Source: an optimization exercise on an open RTL-to-GDS flow (aim: small area and a short achievable clock period). Production flows keep margins and buffers that such runs may drop. No functional check of the RTL was part of this run. No activity file was given, so power comes from the tool's default toggle rates.

===== flow/config.mk =====
export PLATFORM = sky130hd
export DESIGN_NAME = systolic_top
export DESIGN_NICKNAME = systolic_top
export VERILOG_FILES = /design/flow/design.v
export SDC_FILE = /design/flow/constraint.sdc
export NUM_CORES = 4
export LEC_CHECK = 0
export CAP_MARGIN = 20
export CORE_MARGIN = 2
export CORE_UTILIZATION = 40
export SETUP_SLACK_MARGIN = 5
export SLEW_MARGIN = 20

===== flow/run.sh =====
#!/bin/bash
# synth_recipe.tcl (not shown) runs the flow's synth.tcl, then flattens the netlist and writes it again
# the make line also repeats each setting of config.mk as NAME=value (left out here)
make -C /OpenROAD-flow-scripts/flow DESIGN_CONFIG=/design/flow/config.mk WORK_HOME=/design/flow/orfs CLKGATE_MAP_FILE= SYNTH_SCRIPT=/design/flow/synth_recipe.tcl finish

===== flow/design.v =====
module fa (
    input  logic a, b, c,
    output logic s, co
);
    assign s  = a ^ b ^ c;
    assign co = (a & b) | (a & c) | (b & c);
endmodule
module ha (
    input  logic a, b,
    output logic s, co
);
    assign s  = a ^ b;
    assign co = a & b;
endmodule
module mFU (
    input  logic [3:0]  n, o, t,
    input  logic        s_8, s_4, s_2, s_48,
    input  logic [7:0]  b,
    input  logic [15:0] acc,
    output logic [15:0] sum
);
    wire [3:0] n48 = n & {4{s_48}}, o48 = o & {4{s_48}}, t48 = t & {4{s_48}};
    wire [3:0] n8  = n & {4{s_8}},  o8  = o & {4{s_8}},  t8  = t & {4{s_8}};
    wire [3:0] n4  = n & {4{s_4}},  o4  = o & {4{s_4}},  t4  = t & {4{s_4}};
    wire p0_0 = ((((o48[0]&b[0]))^n48[0]))|((s_2&((n[0]&o[0]&~t[0]&~b[1]&b[0])|(n[0]&o[0]&~t[0]&b[1]&b[0])|(~n[0]&o[0]&~t[0]&~b[1]&b[0])|(~n[0]&o[0]&~t[0]&b[1]&b[0]))));
    wire p0_1 = (n48[0])|((s_2&((n[1]&o[1]&~t[1]&~b[3]&b[2])|(n[1]&o[1]&~t[1]&b[3]&b[2])|(~n[1]&o[1]&~t[1]&~b[3]&b[2])|(~n[1]&o[1]&~t[1]&b[3]&b[2]))));
    wire p0_2 = ((((o4[2]&b[4]))^n4[2]))|((s_2&((n[2]&o[2]&~t[2]&~b[5]&b[4])|(n[2]&o[2]&~t[2]&b[5]&b[4])|(~n[2]&o[2]&~t[2]&~b[5]&b[4])|(~n[2]&o[2]&~t[2]&b[5]&b[4]))));
    wire p0_3 = ((s_2&((n[3]&o[3]&~t[3]&~b[7]&b[6])|(n[3]&o[3]&~t[3]&b[7]&b[6])|(~n[3]&o[3]&~t[3]&~b[7]&b[6])|(~n[3]&o[3]&~t[3]&b[7]&b[6]))))|(n4[2]);
    wire p0_4 = acc[0];
    wire p1_0 = ((((o48[0]&b[1])|(t48[0]&b[0]))^n48[0]))|((s_2&((n[0]&~o[0]&t[0]&~b[1]&~b[0])|(n[0]&~o[0]&t[0]&b[1]&~b[0])|(n[0]&o[0]&~t[0]&~b[1]&~b[0])|(n[0]&o[0]&~t[0]&b[1]&b[0])|(~n[0]&~o[0]&~t[0]&~b[1]&~b[0])|(~n[0]&~o[0]&~t[0]&~b[1]&b[0])|(~n[0]&~o[0]&~t[0]&b[1]&~b[0])|(~n[0]&~o[0]&~t[0]&b[1]&b[0])|(~n[0]&o[0]&~t[0]&~b[1]&~b[0])|(~n[0]&o[0]&~t[0]&~b[1]&b[0]))));
    wire p1_1 = ((((o4[2]&b[5])|(t4[2]&b[4]))^n4[2]))|((s_2&((n[1]&~o[1]&t[1]&~b[3]&~b[2])|(n[1]&~o[1]&t[1]&b[3]&~b[2])|(n[1]&o[1]&~t[1]&~b[3]&~b[2])|(n[1]&o[1]&~t[1]&b[3]&b[2])|(~n[1]&~o[1]&~t[1]&~b[3]&~b[2])|(~n[1]&~o[1]&~t[1]&~b[3]&b[2])|(~n[1]&~o[1]&~t[1]&b[3]&~b[2])|(~n[1]&~o[1]&~t[1]&b[3]&b[2])|(~n[1]&o[1]&~t[1]&~b[3]&~b[2])|(~n[1]&o[1]&~t[1]&~b[3]&b[2]))));
    wire p1_2 = ((s_2&((n[2]&~o[2]&t[2]&~b[5]&~b[4])|(n[2]&~o[2]&t[2]&b[5]&~b[4])|(n[2]&o[2]&~t[2]&~b[5]&~b[4])|(n[2]&o[2]&~t[2]&b[5]&b[4])|(~n[2]&~o[2]&~t[2]&~b[5]&~b[4])|(~n[2]&~o[2]&~t[2]&~b[5]&b[4])|(~n[2]&~o[2]&~t[2]&b[5]&~b[4])|(~n[2]&~o[2]&~t[2]&b[5]&b[4])|(~n[2]&o[2]&~t[2]&~b[5]&~b[4])|(~n[2]&o[2]&~t[2]&~b[5]&b[4]))));
    wire p1_3 = ((s_2&((n[3]&~o[3]&t[3]&~b[7]&~b[6])|(n[3]&~o[3]&t[3]&b[7]&~b[6])|(n[3]&o[3]&~t[3]&~b[7]&~b[6])|(n[3]&o[3]&~t[3]&b[7]&b[6])|(~n[3]&~o[3]&~t[3]&~b[7]&~b[6])|(~n[3]&~o[3]&~t[3]&~b[7]&b[6])|(~n[3]&~o[3]&~t[3]&b[7]&~b[6])|(~n[3]&~o[3]&~t[3]&b[7]&b[6])|(~n[3]&o[3]&~t[3]&~b[7]&~b[6])|(~n[3]&o[3]&~t[3]&~b[7]&b[6]))));
    wire p1_4 = acc[1];
    wire p2_0 = ((((o48[0]&b[2])|(t48[0]&b[1]))^n48[0]))|((s_2&((n[0]&~o[0]&t[0]&b[1]&~b[0])|(n[0]&~o[0]&t[0]&b[1]&b[0])|(n[0]&o[0]&~t[0]&b[1]&~b[0]))));
    wire p2_1 = ((((o48[1]&b[0]))^n48[1]))|((s_2&((n[1]&~o[1]&t[1]&b[3]&~b[2])|(n[1]&~o[1]&t[1]&b[3]&b[2])|(n[1]&o[1]&~t[1]&b[3]&~b[2]))));
    wire p2_2 = (n48[1])|((s_2&((n[2]&~o[2]&t[2]&b[5]&~b[4])|(n[2]&~o[2]&t[2]&b[5]&b[4])|(n[2]&o[2]&~t[2]&b[5]&~b[4]))));
    wire p2_3 = ((((o4[2]&b[6])|(t4[2]&b[5]))^n4[2]))|((s_2&((n[3]&~o[3]&t[3]&b[7]&~b[6])|(n[3]&~o[3]&t[3]&b[7]&b[6])|(n[3]&o[3]&~t[3]&b[7]&~b[6]))));
    wire p2_4 = ((((o4[3]&b[4]))^n4[3]));
    wire p2_5 = (n4[3]);
    wire p2_6 = acc[2];
    wire p3_0 = ((((o48[0]&b[3])|(t48[0]&b[2]))^n48[0]))|(s_2);
    wire p3_1 = ((((o48[1]&b[1])|(t48[1]&b[0]))^n48[1]));
    wire p3_2 = ((((o4[2]&b[7])|(t4[2]&b[6]))^n4[2]));
    wire p3_3 = ((((o4[3]&b[5])|(t4[3]&b[4]))^n4[3]));
    wire p3_4 = acc[3];
    wire p4_0 = ((((o48[1]&b[2])|(t48[1]&b[1]))^n48[1]))|(s_2);
    wire p4_1 = ((((o8[0]&b[4])|(t8[0]&b[3]))^n8[0]))|((s_4&~((((o4[0]&b[3])|(t4[0]&b[3])))^n4[0])));
    wire p4_2 = ((((o8[2]&b[0]))^n8[2]))|((s_4&~((((o4[2]&b[7])|(t4[2]&b[7])))^n4[2])));
    wire p4_3 = ((((o4[3]&b[6])|(t4[3]&b[5]))^n4[3]))|(n8[2]);
    wire p4_4 = acc[4];
    wire p5_0 = ((((o48[1]&b[3])|(t48[1]&b[2]))^n48[1]));
    wire p5_1 = ((s_4|s_2))|((((o8[0]&b[5])|(t8[0]&b[4]))^n8[0]));
    wire p5_2 = ((((o8[2]&b[1])|(t8[2]&b[0]))^n8[2]))|((((o4[3]&b[7])|(t4[3]&b[6]))^n4[3]));
    wire p5_3 = acc[5];
    wire p6_0 = ((s_4|s_2))|((((o8[0]&b[6])|(t8[0]&b[5]))^n8[0]));
    wire p6_1 = ((((o8[1]&b[4])|(t8[1]&b[3]))^n8[1]))|((s_4&~((((o4[1]&b[3])|(t4[1]&b[3])))^n4[1])));
    wire p6_2 = ((((o8[2]&b[2])|(t8[2]&b[1]))^n8[2]))|((s_4&~((((o4[3]&b[7])|(t4[3]&b[7])))^n4[3])));
    wire p6_3 = ((((o8[3]&b[0]))^n8[3]));
    wire p6_4 = (n8[3]);
    wire p6_5 = acc[6];
    wire p7_0 = ((((o8[0]&b[7])|(t8[0]&b[6]))^n8[0]))|(s_2);
    wire p7_1 = ((((o8[1]&b[5])|(t8[1]&b[4]))^n8[1]));
    wire p7_2 = ((((o8[2]&b[3])|(t8[2]&b[2]))^n8[2]));
    wire p7_3 = ((((o8[3]&b[1])|(t8[3]&b[0]))^n8[3]));
    wire p7_4 = acc[7];
    wire p8_0 = ((s_8|s_4|s_2));
    wire p8_1 = ((s_8&~((((o8[0]&b[7])|(t8[0]&b[7])))^n8[0])));
    wire p8_2 = ((((o8[1]&b[6])|(t8[1]&b[5]))^n8[1]));
    wire p8_3 = ((((o8[2]&b[4])|(t8[2]&b[3]))^n8[2]));
    wire p8_4 = ((((o8[3]&b[2])|(t8[3]&b[1]))^n8[3]));
    wire p8_5 = acc[8];
    wire p9_0 = ((s_8|s_4|s_2));
    wire p9_1 = ((((o8[1]&b[7])|(t8[1]&b[6]))^n8[1]));
    wire p9_2 = ((((o8[2]&b[5])|(t8[2]&b[4]))^n8[2]));
    wire p9_3 = ((((o8[3]&b[3])|(t8[3]&b[2]))^n8[3]));
    wire p9_4 = acc[9];
    wire p10_0 = ((s_4|s_2))|((s_8&~((((o8[1]&b[7])|(t8[1]&b[7])))^n8[1])));
    wire p10_1 = ((((o8[2]&b[6])|(t8[2]&b[5]))^n8[2]));
    wire p10_2 = ((((o8[3]&b[4])|(t8[3]&b[3]))^n8[3]));
    wire p10_3 = acc[10];
    wire p11_0 = ((s_8|s_4|s_2));
    wire p11_1 = ((((o8[2]&b[7])|(t8[2]&b[6]))^n8[2]));
    wire p11_2 = ((((o8[3]&b[5])|(t8[3]&b[4]))^n8[3]));
    wire p11_3 = acc[11];
    wire p12_0 = ((s_4|s_2))|((s_8&~((((o8[2]&b[7])|(t8[2]&b[7])))^n8[2])));
    wire p12_1 = ((((o8[3]&b[6])|(t8[3]&b[5]))^n8[3]));
    wire p12_2 = acc[12];
    wire p13_0 = ((s_8|s_4|s_2));
    wire p13_1 = ((((o8[3]&b[7])|(t8[3]&b[6]))^n8[3]));
    wire p13_2 = acc[13];
    wire p14_0 = ((s_4|s_2))|((s_8&~((((o8[3]&b[7])|(t8[3]&b[7])))^n8[3])));
    wire p14_1 = acc[14];
    wire p15_0 = ((s_8|s_4|s_2));
    wire p15_1 = acc[15];
    wire s0, c0;
    ha us0 (.a(p2_6), .b(p2_5), .s(s0), .co(c0));
    wire s1, c1;
    ha us1 (.a(p0_4), .b(p0_0), .s(s1), .co(c1));
    wire s2, c2;
    fa us2 (.a(p1_4), .b(p1_2), .c(p1_3), .s(s2), .co(c2));
    wire s3, c3;
    fa us3 (.a(p2_4), .b(s0), .c(p2_0), .s(s3), .co(c3));
    wire s4, c4;
    ha us4 (.a(p2_1), .b(p2_2), .s(s4), .co(c4));
    wire s5, c5;
    fa us5 (.a(p3_4), .b(p3_1), .c(p3_2), .s(s5), .co(c5));
    wire s6, c6;
    fa us6 (.a(p3_3), .b(c0), .c(p3_0), .s(s6), .co(c6));
    wire s7, c7;
    fa us7 (.a(p4_4), .b(p4_0), .c(p4_1), .s(s7), .co(c7));
    wire s8, c8;
    ha us8 (.a(p4_2), .b(p4_3), .s(s8), .co(c8));
    wire s9, c9;
    fa us9 (.a(p5_3), .b(p5_0), .c(p5_1), .s(s9), .co(c9));
    wire s10, c10;
    fa us10 (.a(p6_5), .b(p6_4), .c(p6_3), .s(s10), .co(c10));
    wire s11, c11;
    ha us11 (.a(p6_0), .b(p6_1), .s(s11), .co(c11));
    wire s12, c12;
    fa us12 (.a(p7_4), .b(p7_1), .c(p7_2), .s(s12), .co(c12));
    wire s13, c13;
    ha us13 (.a(p7_3), .b(p7_0), .s(s13), .co(c13));
    wire s14, c14;
    fa us14 (.a(p8_5), .b(p8_0), .c(p8_1), .s(s14), .co(c14));
    wire s15, c15;
    fa us15 (.a(p8_2), .b(p8_3), .c(p8_4), .s(s15), .co(c15));
    wire s16, c16;
    fa us16 (.a(p9_4), .b(p9_0), .c(p9_1), .s(s16), .co(c16));
    wire s17, c17;
    ha us17 (.a(p9_2), .b(p9_3), .s(s17), .co(c17));
    wire s18, c18;
    fa us18 (.a(p10_3), .b(p10_1), .c(p10_2), .s(s18), .co(c18));
    wire s19, c19;
    ha us19 (.a(p11_3), .b(p11_0), .s(s19), .co(c19));
    wire s20, c20;
    ha us20 (.a(p0_1), .b(p0_2), .s(s20), .co(c20));
    wire s21, c21;
    fa us21 (.a(p1_0), .b(p1_1), .c(c1), .s(s21), .co(c21));
    wire s22, c22;
    fa us22 (.a(p2_3), .b(c2), .c(s4), .s(s22), .co(c22));
    wire s23, c23;
    fa us23 (.a(c4), .b(s5), .c(c3), .s(s23), .co(c23));
    wire s24, c24;
    fa us24 (.a(c5), .b(s8), .c(c6), .s(s24), .co(c24));
    wire s25, c25;
    fa us25 (.a(p5_2), .b(c8), .c(c7), .s(s25), .co(c25));
    wire s26, c26;
    fa us26 (.a(p6_2), .b(s10), .c(s11), .s(s26), .co(c26));
    wire s27, c27;
    fa us27 (.a(c10), .b(c11), .c(s12), .s(s27), .co(c27));
    wire s28, c28;
    fa us28 (.a(c12), .b(c13), .c(s14), .s(s28), .co(c28));
    wire s29, c29;
    fa us29 (.a(s17), .b(c14), .c(c15), .s(s29), .co(c29));
    wire s30, c30;
    fa us30 (.a(p10_0), .b(c17), .c(c16), .s(s30), .co(c30));
    wire s31, c31;
    fa us31 (.a(p11_1), .b(p11_2), .c(s19), .s(s31), .co(c31));
    wire s32, c32;
    fa us32 (.a(p12_2), .b(p12_1), .c(c19), .s(s32), .co(c32));
    wire s33, c33;
    ha us33 (.a(p13_2), .b(p13_0), .s(s33), .co(c33));
    wire s34, c34;
    ha us34 (.a(p0_3), .b(s1), .s(s34), .co(c34));
    wire s35, c35;
    fa us35 (.a(c20), .b(s2), .c(s21), .s(s35), .co(c35));
    wire s36, c36;
    fa us36 (.a(s3), .b(c21), .c(s22), .s(s36), .co(c36));
    wire s37, c37;
    fa us37 (.a(s6), .b(c22), .c(s23), .s(s37), .co(c37));
    wire s38, c38;
    fa us38 (.a(s7), .b(c23), .c(s24), .s(s38), .co(c38));
    wire s39, c39;
    fa us39 (.a(s9), .b(c24), .c(s25), .s(s39), .co(c39));
    wire s40, c40;
    fa us40 (.a(c9), .b(s26), .c(c25), .s(s40), .co(c40));
    wire s41, c41;
    fa us41 (.a(s13), .b(c26), .c(s27), .s(s41), .co(c41));
    wire s42, c42;
    fa us42 (.a(s15), .b(c27), .c(s28), .s(s42), .co(c42));
    wire s43, c43;
    fa us43 (.a(s16), .b(c28), .c(s29), .s(s43), .co(c43));
    wire s44, c44;
    fa us44 (.a(s18), .b(c29), .c(s30), .s(s44), .co(c44));
    wire s45, c45;
    fa us45 (.a(c18), .b(s31), .c(c30), .s(s45), .co(c45));
    wire s46, c46;
    fa us46 (.a(p12_0), .b(c31), .c(s32), .s(s46), .co(c46));
    wire s47, c47;
    fa us47 (.a(p13_1), .b(s33), .c(c32), .s(s47), .co(c47));
    wire s48, c48;
    fa us48 (.a(p14_1), .b(c33), .c(p14_0), .s(s48), .co(c48));
    wire s49, c49;
    ha us49 (.a(p15_1), .b(p15_0), .s(s49), .co(c49));
    wire [15:0] x = {s49, s48, c46, s46, c44, c43, c42, c41, s41, c39, c38, c37, c36, c35, c34, s20};
    wire [15:0] y = {c48, c47, s47, c45, s45, s44, s43, s42, c40, s40, s39, s38, s37, s36, s35, s34};
    assign sum = x + y;
endmodule
module pe (
    input  logic        i_clk, i_nrst,
    input  logic        i_reg_clear, i_pe_en, i_psum_out_en,
    input  logic [1:0]  i_mode,
    input  logic [7:0]  i_ifmap, i_weight,
    output logic [7:0]  o_weight,
    output logic [15:0] o_ofmap
);
    logic [7:0]  w_q;
    logic [15:0] acc_q, out_q, sum;
    logic [3:0]  n_q, o_q, t_q;
    logic        s_8, s_4, s_2, s_48;
    wire go = i_pe_en & ~i_reg_clear & ~i_psum_out_en & (|i_ifmap);
    wire d8 = go & (i_mode == 2'b00);
    wire d4 = go & (i_mode == 2'b01);
    wire d2 = go & (i_mode == 2'b10);
    wire clr_acc = i_reg_clear & ~i_psum_out_en;
    logic [3:0] nb, dn, dd1, dd2;
    assign nb[0] = 1'b0;
    assign nb[1] = ~d2 & i_ifmap[1];           
    assign nb[2] = d8 & i_ifmap[3];            
    assign nb[3] = ~d2 & i_ifmap[5];           
    genvar k;
    generate
        for (k = 0; k < 4; k++) begin : booth
            wire hi = i_ifmap[2*k+1], lo = i_ifmap[2*k];
            assign dn[k]  = go & hi & ~(lo & nb[k]);
            assign dd1[k] = go & (lo ^ nb[k]);
            assign dd2[k] = go & ((hi & ~lo & ~nb[k]) | (~hi & lo & nb[k]));
        end
    endgenerate
    always_ff @(posedge i_clk or negedge i_nrst) begin
        if (~i_nrst) begin
            w_q   <= 8'd0;
            acc_q <= 16'd0;
            out_q <= 16'd0;
            n_q   <= 4'd0;
            o_q   <= 4'd0;
            t_q   <= 4'd0;
            s_8   <= 1'b0;
            s_4   <= 1'b0;
            s_2   <= 1'b0;
            s_48  <= 1'b0;
        end else begin
            if (i_reg_clear)      w_q <= 8'd0;
            else if (i_pe_en)     w_q <= i_weight;
            n_q  <= dn;
            o_q  <= dd1;
            t_q  <= dd2;
            s_8  <= d8;
            s_4  <= d4;
            s_2  <= d2;
            s_48 <= d8 | d4;
            acc_q <= clr_acc ? 16'd0 : sum;
            if (i_psum_out_en)    out_q <= sum;
            else if (i_reg_clear) out_q <= 16'd0;
        end
    end
    mFU mfu (.n(n_q), .o(o_q), .t(t_q), .s_8(s_8), .s_4(s_4), .s_2(s_2), .s_48(s_48),
             .b(w_q), .acc(acc_q), .sum(sum));
    assign o_weight = w_q;
    assign o_ofmap  = out_q;
endmodule
module systolic_array #(
    parameter int HEIGHT = 8
) (
    input  logic                         i_clk, i_nrst, i_reg_clear, i_pe_en, i_psum_out_en,
    input  logic [1:0]                   i_mode,
    input  logic [0:HEIGHT-1][7:0]       i_ifmap,
    input  logic [7:0]                   i_weight,
    output logic [0:HEIGHT-1][15:0]      o_ofmap
);
    logic [0:HEIGHT][7:0] wchain;
    assign wchain[0] = i_weight;
    genvar r;
    generate
        for (r = 0; r < HEIGHT; r++) begin : y_axis
            pe pe_inst (
                .i_clk(i_clk), .i_nrst(i_nrst),
                .i_reg_clear(i_reg_clear), .i_pe_en(i_pe_en), .i_psum_out_en(i_psum_out_en),
                .i_mode(i_mode),
                .i_ifmap(i_ifmap[r]), .i_weight(wchain[r]),
                .o_weight(wchain[r+1]), .o_ofmap(o_ofmap[r])
            );
        end
    endgenerate
endmodule
module systolic_top (
    input  logic         i_clk,
    input  logic         i_nrst,
    input  logic         i_reg_clear,
    input  logic         i_pe_en,
    input  logic         i_psum_out_en,
    input  logic [1:0]   i_mode,
    input  logic [63:0]  i_ifmap,    
    input  logic [7:0]   i_weight,
    output logic [127:0] o_ofmap     
);
    systolic_array #(.HEIGHT(8)) systolic_array_inst (
        .i_clk(i_clk), .i_nrst(i_nrst), .i_mode(i_mode),
        .i_reg_clear(i_reg_clear), .i_pe_en(i_pe_en), .i_psum_out_en(i_psum_out_en),
        .i_ifmap(i_ifmap), .i_weight(i_weight), .o_ofmap(o_ofmap)
    );
endmodule

===== flow/constraint.sdc =====
create_clock -name core_clock -period 10.0 [get_ports {i_clk}]
set_input_delay 2.0000 -clock core_clock [delete_from_list [all_inputs] [get_ports {i_clk}]]
set_output_delay 2.0000 -clock core_clock [all_outputs]
set_load 0.01 [all_outputs]

==> results_dict.tcl <==
set metrics [dict create \
    run_status "complete, no violations" \
    floorplan.initialDensity 0.4045 \
    antenna_left 0 \
    overflow 0 \
    synth_edf_count 0 \
    synth_xor_area_frac 0.09111 \
    ys_seq_area_frac 0.2763 \
    finalInstanceArea_sq_mm 0.04521 \
    synth_area_leaders "dfrtp_1 (28%), fa_1 (15%), ha_1 (7.2%)" \
    cts_inserted_buffers 56 \
    synth-simple-area-share 0.1508 \
    die_w_um 322.5 \
    wl_met3_um 7160 \
    fill_cells 9794 \
    cts_num_sinks 448 \
    gp_congestion 0.8725 \
    core_sq_mm 0.1003 \
    dr.pass1.iters 5 \
    die_h_um 322.5 \
    setup_viol 0 \
    grt_pass1_vias 31899 \
    relSlewSlack 0.2962 \
    core.rowCount 116 \
    vias 31833 \
    min_path_type "flip-flop to flip-flop" \
    seqCellArea_sq_mm 0.01127 \
    start_kind "flip-flop" \
    synth_top_area_frac 0.2763 \
    grt_use_total 0.2212 \
    crit_arrival_ns 5.25 \
    top_layer "met5" \
    fin_crit_ns 4.761 \
    clk_pin_slew_ns 0.06 \
    min_to "systolic_array_inst.y_axis[6].pe_inst.out_q[8]" \
    drc_errors 0 \
    peakVddDrop_v 0.0001414 \
    max_slew.worst_pin.slew_ns 1.052 \
    end_kind "flip-flop" \
    dieArea_sq_mm 0.1040 \
    final_max_slew_viol_count 0 \
    synthMuxAreaShare 0.01965 \
    cp_max_fo 13 \
    synth_area_sq_mm 0.04057 \
    cts.path.max_buffers 3 \
    postSynthCellCount 4550 \
    io_pins 207 \
    synth_flop_cell "dfrtp_1" \
    async_flop_share 1.000 \
    drt-met1-wl_um 50760 \
    synth_top_family_by_area "adder cells" \
    maxCapViolCount 0 \
    postSynthAreaPerCell_sq_um 8.916 \
    place_hpwl_um 82730 \
    nNetsFinal 5110 \
    yosysTopAreaCell "dfrtp_1" \
    multiInputGateArea_sq_mm 0.02636 \
    worstHoldStart "systolic_array_inst.y_axis[6].pe_inst.out_q[8]" \
    drt_wl_total_um 113100 \
    io_buffers 206 \
    crit_type "flip-flop to flip-flop" \
    antenna_found_initial 20 \
    reg2reg_slack_ns 5.24 \
    drt_iter0_drc 2541 \
    grt_pass1_wl_um 182500 \
    hold_violations 0 \
    cts_root_buffer "clkbuf_16" \
    drive_gt1_frac 0.04717 \
    wire_per_inst_um 19.16 \
    cts_tree "yes" \
    yosysWarningCount 1 \
    cellLeakagePower_nw 20.42 \
    reg2reg_depth 15 \
    synth-seq-cells 448 \
    grt_max_degree 154 \
    holdPathStages 2 \
    clk_latency_ns 0.64 \
    max_clock_freq_mhz 210.0 \
    rsz0062_at_grt "yes" \
    wl_met2_um 52330 \
    hold_ws_ns 0.4769 \
    period_share 0.4761 \
    cp_data_required_time_ns 10.49 \
    synth.distinct_cells 86 \
    clock_skew_ns 0.02560 \
    syn-num-nets 5165 \
    synth-compound-area-share 0.1657 \
    p_per_area_mw_per_mm2 151.4 \
    synth_most_common_cell "inv_1" \
    vias_per_cell 5.395 \
    setup_tns_ns 0 \
    synthTopCellsByCount "inv_1 (472), dfrtp_1 (448), nand2_1 (439)" \
    cts_htree_levels 2 \
    worstReg2RegStart "systolic_array_inst.y_axis[7].pe_inst.o_q[2]" \
    post_dp_cell_area_sq_mm 0.04323 \
    yosys.area_share.adder 0.2216 \
    area_delta_synth_final_pct 11.44 \
    timing.rr.end "systolic_array_inst.y_axis[7].pe_inst.out_q[13]" \
]
kinds of logic after synthesis:
logic type | Yosys count
fa+ha+maj | 536
xor+xnor | 422
simple gates | 1242
flops | 448
mux | 79
buf+inv | 807
compound gates | 1016
cell usage in the layout (no fill, tap or decap), drive strengths merged, types with 41 or more instances in the layout:
cell type / Yosys / layout
nor3b: 41 / 41
and3: 60 / 60
and2: 107 / 107
a21oi: 213 / 213
a22oi: 227 / 227
xor2: 99 / 99
o21ai: 272 / 272
a21o: 65 / 65
nor2b: 47 / 47
clkbuf: 277 / 78
a22o: 60 / 60
nand3: 41 / 41
xnor2: 323 / 323
fa: 304 / 304
dfrtp: 448 / 448
ha: 232 / 232
clkdlybuf4s50: 0 / 202
inv: 472 / 475
nor2: 301 / 301
nand2: 439 / 439
mux2i: 74 / 74
how the worst max path moves through the flow:
stage	to	slack (ns)	startpoint
after global routing	systolic_array_inst.y_axis[6].pe_inst.out_q[13]	4.96	systolic_array_inst.y_axis[6].pe_inst.w_q[3]
after detailed placement	systolic_array_inst.y_axis[3].pe_inst.acc_q[8]	4.50	i_reg_clear
after CTS	systolic_array_inst.y_axis[6].pe_inst.out_q[13]	5.11	systolic_array_inst.y_axis[6].pe_inst.s_8
after global placement	systolic_array_inst.y_axis[3].pe_inst.acc_q[14]	4.56	i_reg_clear
final	systolic_array_inst.y_axis[7].pe_inst.out_q[13]	5.24	systolic_array_inst.y_axis[7].pe_inst.o_q[2]
after floorplan	systolic_array_inst.y_axis[3].pe_inst.out_q[14]	5.61	systolic_array_inst.y_axis[3].pe_inst.n_q[2]
layer usage:
metal	GRT usage	vias to the layer above
met5	0	-
li1	-	15116
met1	0.3064	15732
met2	0.3560	778
met3	0.04062	175
met4	0.05701	32
state kept, by name, summed over array words and instances (netlist names):
register	cells
systolic_array_inst.y_axis.pe_inst.s_2	8
systolic_array_inst.y_axis.pe_inst.s_48	8
systolic_array_inst.y_axis.pe_inst.t_q	32
systolic_array_inst.y_axis.pe_inst.o_q	32
systolic_array_inst.y_axis.pe_inst.out_q	128
systolic_array_inst.y_axis.pe_inst.acc_q	128
systolic_array_inst.y_axis.pe_inst.s_4	8
systolic_array_inst.y_axis.pe_inst.n_q	32
systolic_array_inst.y_axis.pe_inst.w_q	64
systolic_array_inst.y_axis.pe_inst.s_8	8
power by group:
group | internal [mW] | switching, mW | total [mW] | leakage [nW]
Combinational | 1.02 | 1.29 | 2.32 | 13.5
Sequential | 2.18 | 0.249 | 2.42 | 5.96
Clock | 1.27 | 0.835 | 2.10 | 0.922
worst max-delay path, stage by stage, from the launching register on:
cell and delay (ns):
dfrtp_1 0.62, a22oi_1 0.18, xnor2_1 0.38, nand2_1 0.14, fa_1 0.52, inv_1 0.06
fa_1 0.42, fa_1 0.47, ha_1 0.37, a21o_1 0.22, a31o_1 0.21, o211ai_2 0.28
o311ai_2 0.16, o31ai_2 0.27, xor2_1 0.25, o21ai_1 0.08
stage by stage:
step                power, mW  std cells  worst slack, ns    util
finish                  6.844       5900            5.239  0.4508
global route            7.362       5894            4.963  0.4506
CTS                     6.968       5894            5.114  0.4498
detailed placement      4.807       5794            4.499  0.4310
floorplan               3.899       4550            5.609       -
global placement        4.774       5794            4.562  0.4310
layout make-up:
| cell class | instances | area share |
|---|---|---|
| timing repair buffer | 222 | 0.04874 |
| inverter | 472 | 0.03925 |
| sequential | 448 | 0.2493 |
| multi-input combinational | 3295 | 0.5830 |
| antenna | 6 | 0.0003321 |
| clock inverter | 22 | 0.006310 |
| clock buffer | 78 | 0.03551 |
| tap | 1357 | 0.03756 |
repair_timing:
item / CTS / global route
resized for setup: 0 / 50
hold buffers: 0 / 0
endpoints found under the setup margin: 0 / 79
setup buffers: 0 / 0

-- what the ideal ports hide --
No port has a modelled driver above. Below, the same layout with a new extraction and two added sets of constraints.
Step 1 (the two cells are an assumption about what drives the block):
set clk [get_ports {i_clk}]
set_driving_cell -lib_cell sky130_fd_sc_hd__clkbuf_16 $clk
set_driving_cell -lib_cell sky130_fd_sc_hd__buf_2 [delete_from_list [all_inputs] $clk]
Step 2 moves the port delays by t, midway between the first and last clock arrival at a register: inputs arrive t later, outputs are due t later. That takes back most of the time a late clock gives input paths.
Slacks: ideal ports / drivers / drivers and shift; pairs: ideal ports / drivers.
shift t [ns]: 0.701
setup WS [ns]: 5.239 / 5.239 / 4.771
clock arrival spread, ns: 0.037 / 0.037
worst data-port slew with drivers (ns): 0.16
After both steps this run still meets setup and hold. The setup slack of this run moves by 0.000 ns with the drivers and by -0.468 ns with both steps.
